Source: an optimization exercise on an open RTL-to-GDS flow (aim: small area). Production flows keep margins and buffers that such runs may drop. The RTL was checked by simulation tests, not by an equivalence proof against the original design. Power figures rest on the tool's default switching activity, not on a simulated workload.

==> v33: inputs <==
Design mario, start of the top module:
module mario(clk, reset, key_valid, key_code, key_is_down, coin_display, sprite_addr, sprite1_data, sprite2_data, hsync, vsync, rgb, seg, an);
Settings: LEC_CHECK=0, ABC_AREA=1, CAP_MARGIN=0, CORE_MARGIN=2, CORE_UTILIZATION=55, SLEW_MARGIN=0, SYNTH_MEMORY_MAX_BITS=16384; clock period 30.0 ns.
standard.sh (not shown) runs the stock make flow with config.mk's settings and CLKGATE_MAP_FILE= SYNTH_SCRIPT=/design/flow/synth_recipe.tcl, a recipe that flattens the netlist after the stock synthesis.
==> flow/flow/run.sh <==
#!/bin/bash
# Own layout flow: the standard flow (standard.sh) with three changes.
#  1. After the standard synthesis, the logic between the registers is mapped
#     again by ABC for area (remap.tcl); registers, their names and cell types
#     are kept as the standard synthesis made them.
#  2. The port buffers that global placement inserts use the smallest buffer.
#  3. CTS builds the clock tree from clkbuf_8 cells and inserts no dummy loads.
# Each tool writes its full output to a log here (synth.log, remap.log,
# layout.log) besides ORFS's own logs under orfs/logs/.
set -euo pipefail
export BUFFER_PORTS_ARGS="-buffer_cell sky130_fd_sc_hd__buf_1"
export CTS_ARGS="-sink_clustering_enable -repair_clock_nets -dont_use_dummy_load -buf_list sky130_fd_sc_hd__clkbuf_8"
RES=orfs/results/${FLOW_PLATFORM}/mario/base
bash standard.sh synth > synth.log 2>&1
cp $RES/1_2_yosys.v std_1_2_yosys.v
"$FLOW_HOME/../tools/install/yosys/bin/yosys" -c flow/remap.tcl > remap.log 2>&1
cp remapped.v $RES/1_2_yosys.v
bash standard.sh > layout.log 2>&1
Other scripts of this flow, unchanged in this note and not shown: flow/flow/dont_use.txt, flow/flow/remap.tcl, flow/flow/seq_stub.v
==> v37: changes against v33 <==
--- a/flow/flow/run.sh
+++ b/flow/flow/run.sh
@@ -9,7 +9,7 @@
 # layout.log) besides ORFS's own logs under orfs/logs/.
 set -euo pipefail
 export BUFFER_PORTS_ARGS="-buffer_cell sky130_fd_sc_hd__buf_1"
-export CTS_ARGS="-sink_clustering_enable -repair_clock_nets -dont_use_dummy_load -buf_list sky130_fd_sc_hd__clkbuf_8"
+export CTS_ARGS="-sink_clustering_enable -repair_clock_nets -dont_use_dummy_load -buf_list {sky130_fd_sc_hd__clkbuf_4 sky130_fd_sc_hd__clkbuf_8}"
 RES=orfs/results/${FLOW_PLATFORM}/mario/base
 bash standard.sh synth > synth.log 2>&1
 cp $RES/1_2_yosys.v std_1_2_yosys.v
==> summary.txt <==
In worst setup slack, v33 and v37 do not differ. In die area, v37 and v33 do not differ. First-iteration DRC count is the same in v33 and v37. Core utilization is the same in v37 and v33. In register-to-register slack, v37 and v33 hardly differ. In cell count, v33 and v37 do not differ. Total power is the same in v37 and v33. Clock-buffer cell count is the same in v37 and v33. In area after synthesis, v33 and v37 do not differ. Via count is the same in v37 and v33.


==> inputs of trial 70 <==
mario, a different RTL version from the one above (not shown whole).
export LEC_CHECK = 0
export ABC_AREA = 1
export CAP_MARGIN = 20
export CORE_MARGIN = 2
export CORE_UTILIZATION = 40
export SLEW_MARGIN = 20
export SYNTH_MEMORY_MAX_BITS = 16384
create_clock -name core_clock -period 30.0 [get_ports {clk}]
==> flow/flow/run.sh <==
#!/bin/bash
# Own layout flow: the standard flow (standard.sh) with three changes.
#  1. After the standard synthesis, the logic between the registers is mapped
#     again by ABC for area (remap.tcl); registers, their names and cell types
#     are kept as the standard synthesis made them.
#  2. The port buffers that global placement inserts use the smallest buffer.
#  3. CTS builds the clock tree from clkbuf_8 cells and inserts no dummy loads.
# Each tool writes its full output to a log here (synth.log, remap.log,
# layout.log) besides ORFS's own logs under orfs/logs/.
set -euo pipefail
export BUFFER_PORTS_ARGS="-buffer_cell sky130_fd_sc_hd__buf_1"
export CTS_ARGS="-sink_clustering_enable -repair_clock_nets -dont_use_dummy_load -buf_list sky130_fd_sc_hd__clkbuf_8"
RES=orfs/results/${FLOW_PLATFORM}/mario/base
bash standard.sh synth > synth.log 2>&1
cp $RES/1_2_yosys.v std_1_2_yosys.v
"$FLOW_HOME/../tools/install/yosys/bin/yosys" -c flow/remap.tcl > remap.log 2>&1
cp remapped.v $RES/1_2_yosys.v
bash standard.sh > layout.log 2>&1
Other scripts of this flow, unchanged in this note and not shown: flow/flow/dont_use.txt, flow/flow/remap.tcl, flow/flow/seq_stub.v
==> trial 47 (differences from trial 70) <==
--- a/flow/config.mk
+++ b/flow/config.mk
@@ -6,8 +6,8 @@
 export NUM_CORES = 4
 export LEC_CHECK = 0
 export ABC_AREA = 1
-export CAP_MARGIN = 20
+export CAP_MARGIN = 0
 export CORE_MARGIN = 2
-export CORE_UTILIZATION = 40
-export SLEW_MARGIN = 20
+export CORE_UTILIZATION = 55
+export SLEW_MARGIN = 0
 export SYNTH_MEMORY_MAX_BITS = 16384
==> results.cfg <==
[run_status]
run_status = timing/DRC/antenna clean

[floorplanning]
die_w_um = 148
initial_utilization = 0.408

[routing]
drt_iter0_markers = 995
vias = 9827

[power_and_ir_drop]
internal-power_mw = 0.232
comb-power_mw = 0.0183

[final_layout]
final_area_um2 = 9230

[placement]
place_hpwl_um = 24000

[sta]
worst_slew_pin_slew_ps = 1060
(the above is from trial 70)
==> results.cfg <==
[run_status]
run_status = timing/DRC/antenna clean

[power_and_ir_drop]
internal-power_mw = 0.232
comb-power_mw = 0.0182

[final_layout]
final_area_um2 = 9080

[floorplanning]
initial_utilization = 0.566
die_w_um = 127

[routing]
vias = 9990
drt_iter0_markers = 1178

[placement]
place_hpwl_um = 20600

[sta]
worst_slew_pin_slew_ps = 1050
(the above is from trial 47)

-- port drivers added, routing unchanged --
How much do the figures lean on ideal ports? The routed layouts below were timed once more, with nothing changed but the port constraints. Step 1 assumes that a clkbuf_16 drives the clock port and a buf_2 every other input. Step 2 also shifts input and output timing later by t, the mid clock arrival at the registers, as if the neighbouring blocks saw the same clock. Three values: ideal ports, drivers, drivers and shift; two values: the first two.
run | shift t [ns] | setup slack, ns | hold WS [ns] | worst data-port slew with drivers (ns) | cell pins on the clock port's net
v33 | 0.461 | 20.986 / 20.951 / 21.013 | 0.404 / 0.404 / 0.404 | 0.03 | 1
v37 | 0.461 | 20.986 / 20.951 / 21.013 | 0.404 / 0.404 / 0.404 | 0.03 | 1
trial 70 | 0.473 | 21.385 / 21.349 / 21.246 | 0.412 / 0.412 / 0.412 | 0.04 | 1
trial 47 | 0.479 | 21.376 / 21.338 / 21.236 | 0.420 / 0.420 / 0.420 | 0.03 | 1
After both steps setup and hold are still met in every run listed. The setup slack of trial 47, which loses most, moves by -0.038 ns with the drivers and by -0.140 ns with both steps.
